This design comes from an exercise in tuning for small area on the open sky130 flow, not from production work. Only simulation tests tie the RTL to the original design; equivalence was not proved. Power is estimated from default activity; no workload was simulated.

Setup of oak:
==> flow/design.v (excerpt) <==
module eptAV (
	input  wire        ept_clock,
	input  wire        ept_reset,
	input  wire [7:0]  ept_address,
	input  wire [31:0] ept_writedata,
	output wire [31:0] ept_readdata,
	input  wire        ept_chipselect,
	input  wire        ept_write,
	input  wire        ept_irc,
	output wire        ept_status,
	output wire [6:0]  ept_ramaddress_exp,
	output wire [31:0] ept_ramwritedata_exp,
	input  wire [31:0] ept_ramreaddata_exp,
	output wire        ept_ramwrite_exp
);
For scale: ~1500 cells after synthesis, about 150 I/O pins, roughly 12000 sq um of cells after synthesis.
export LEC_CHECK = 0
export CAP_MARGIN = 10
export CORE_MARGIN = 2
export CORE_UTILIZATION = 32
export SLEW_MARGIN = 10
create_clock -name core_clock -period 8.0 [get_ports {ept_clock}]
standard.sh (not shown) runs the stock make flow with config.mk's settings and CLKGATE_MAP_FILE= SYNTH_SCRIPT=/design/flow/synth_recipe.tcl, a recipe that flattens the netlist after the stock synthesis.
==> flow/flow/run.sh <==
#!/bin/bash
# Layout flow:
#  1. the standard synthesis (standard.sh synth), unchanged;
#  2. the combinational cells of that netlist re-mapped by Yosys/ABC for area (flow/remap.abc,
#     area-only mapping; the timing repair of the standard flow then restores timing);
#     the flip-flops (and tie cells) are kept as they are, with their names and cell types;
#  3. the rest of the standard flow (standard.sh finish) on that netlist, with port buffers
#     of the smallest buffer cell (buf_1) and clock tree synthesis without dummy loads, with
#     clkbuf_8 leaf buffers under a clkbuf_16 root.
# Logs: run.log (this script), standard_synth.log, remap_yosys.log, standard.log, and ORFS's
# per-step logs under orfs/logs.
exec > run.log 2>&1
set -x
export BUFFER_PORTS_ARGS="-buffer_cell sky130_fd_sc_hd__buf_1"
export CTS_ARGS="-sink_clustering_enable -repair_clock_nets -dont_use_dummy_load -buf_list sky130_fd_sc_hd__clkbuf_8 -root_buf sky130_fd_sc_hd__clkbuf_16 -sink_clustering_size 16 -sink_clustering_max_diameter 60"
bash standard.sh synth > standard_synth.log 2>&1 || exit 1
R=orfs/results/$FLOW_PLATFORM/eptAV/base
LIB=$FLOW_HOME/platforms/sky130hd/lib/sky130_fd_sc_hd__tt_025C_1v80.lib
cp $R/1_2_yosys.v std_1_2_yosys.v
KEEP=$(grep -o "sky130_fd_sc_hd__[a-z0-9_]*" std_1_2_yosys.v | sort -u | grep -E "__(df|edf|sdf|sedf|dl|conb)" | tr '\n' ' ')
DU=$(grep -o "\-dont_use [a-z0-9_*]*" orfs/logs/$FLOW_PLATFORM/eptAV/base/1_2_yosys.log | sort -u | tr '\n' ' ')
cat > remap.ys <<EOY
read_liberty -ignore_miss_func $LIB
read_verilog std_1_2_yosys.v
hierarchy -top $FLOW_TOP
blackbox $KEEP
flatten
opt_clean
abc -liberty $LIB $DU -script flow/remap.abc
opt_clean
setundef -zero
hilomap -singleton -hicell sky130_fd_sc_hd__conb_1 HI -locell sky130_fd_sc_hd__conb_1 LO
splitnets
opt_clean -purge
insbuf -buf sky130_fd_sc_hd__buf_4 A X
stat -liberty $LIB
write_verilog -noattr -nohex -nodec remapped.v
EOY
yosys -l remap_yosys.log -s remap.ys > /dev/null 2>&1 || exit 1
cp remapped.v $R/1_2_yosys.v
rm -f $R/1_synth.odb $R/1_synth.sdc
bash standard.sh finish > standard.log 2>&1
echo "standard.sh exit $?"
==> flow/flow/remap.abc <==
strash
&get -n
&fraig -x
&put
scorr
dc2
strash
dch -f
amap
topo
## Diff of input files: pine against oak
Settings: changing CORE_UTILIZATION from 32 to 40.
==> flow/flow/remap.abc <==
strash
&get -n
&fraig -x
&put
scorr
dc2
strash
dch -f
amap -m -Q 0.3
topo
Findings:
Compared with oak, in pine global routing usage on met2 rose by 8.9 points, count of final hold-check violations comparable. Against oak, number of inverters outside the clock class in the layout in pine fell slightly.
The following lists how birch was set up differently from pine:
diff --git a/flow/flow/run.sh b/flow/flow/run.sh
--- a/flow/flow/run.sh
+++ b/flow/flow/run.sh
@@ -13,5 +13,5 @@
 set -x
 export BUFFER_PORTS_ARGS="-buffer_cell sky130_fd_sc_hd__buf_1"
-export CTS_ARGS="-sink_clustering_enable -repair_clock_nets -dont_use_dummy_load -buf_list sky130_fd_sc_hd__clkbuf_8 -root_buf sky130_fd_sc_hd__clkbuf_16 -sink_clustering_size 16 -sink_clustering_max_diameter 60"
+export CTS_ARGS="-sink_clustering_enable -repair_clock_nets -dont_use_dummy_load -buf_list sky130_fd_sc_hd__clkbuf_8 -root_buf sky130_fd_sc_hd__clkbuf_16 -sink_clustering_size 12 -sink_clustering_max_diameter 50"
 bash standard.sh synth > standard_synth.log 2>&1 || exit 1
 R=orfs/results/$FLOW_PLATFORM/eptAV/base
==> flow/flow/remap.abc <==
strash
&get -n
&fraig -x
&put
scorr
dc2
strash
dch -f
amap
topo
Notes after the runs:
Initial core utilization essentially unchanged between pine and birch. Core util | birch vs pine | birch lower. STATUS smallest setup slack after layout: birch wins against pine. Compared with pine, birch supports a higher clock frequency. Re area taken by flip-flops and latches: no difference whatsoever between birch and pine. Wire length of the first global-routing pass ends up higher on pine. In summary, birch completed successfully, with a layout that passed the timing, DRC and antenna checks. met2 wirelength from detailed routing down about 3% in birch wrt pine. Cmp birch and pine / global-route usage / lower: birch. Compared with pine, in birch overall power of the completed layout grew by 1.9%, combinational share of power now sits lower.
Input-level comparison between maple and birch:
Settings: putting ABC_AREA at 1 where nothing was set.
diff --git a/flow/flow/run.sh b/flow/flow/run.sh
--- a/flow/flow/run.sh
+++ b/flow/flow/run.sh
@@ -13,5 +13,5 @@
 set -x
 export BUFFER_PORTS_ARGS="-buffer_cell sky130_fd_sc_hd__buf_1"
-export CTS_ARGS="-sink_clustering_enable -repair_clock_nets -dont_use_dummy_load -buf_list sky130_fd_sc_hd__clkbuf_8 -root_buf sky130_fd_sc_hd__clkbuf_16 -sink_clustering_size 12 -sink_clustering_max_diameter 50"
+export CTS_ARGS="-sink_clustering_enable -repair_clock_nets -dont_use_dummy_load -buf_list sky130_fd_sc_hd__clkbuf_8 -root_buf sky130_fd_sc_hd__clkbuf_16 -sink_clustering_size 16 -sink_clustering_max_diameter 60"
 bash standard.sh synth > standard_synth.log 2>&1 || exit 1
 R=orfs/results/$FLOW_PLATFORM/eptAV/base
The flow for maple finished, though final verification flagged setup timing. Against birch, achievable frequency in maple fell by more than 10%. maple — number of post-CTS setup repair buffers 11 higher, birch as reference. Lower number of failing setup endpoints in the final timing report goes to birch over maple. Relative to birch, the utilization of maple is higher by 2.0 points. birch was smaller in final cell area than maple.

## re-timing with driven ports
No port has a modelled driver above. Below, the same layouts with a new extraction and two added sets of constraints. Step 1 assumes that a clkbuf_16 drives the clock port and a buf_2 every other input. Step 2 moves the port delays by t, midway between the first and last clock arrival at a register: inputs arrive t later, outputs are due t later. That takes back most of the time a late clock gives input paths. a / b / c = no drivers / after step 1 / after step 2; a / b = the first two.
run	t (ns)	setup WS [ns]	clock arrival spread, ns	worst register clock-pin slew, ns
oak	0.444	0.213 / 0.184 / 0.184	0.039 / 0.039	0.11 / 0.11
pine	0.436	0.273 / 0.236 / 0.236	0.045 / 0.044	0.12 / 0.12
birch	0.430	0.493 / 0.452 / 0.408	0.042 / 0.042	0.12 / 0.12
maple	0.425	-0.418 / -0.482 / -0.482	0.036 / 0.036	0.11 / 0.11
For birch, which loses most, drivers alone change the setup slack by -0.041 ns; drivers and shift together by -0.085 ns.
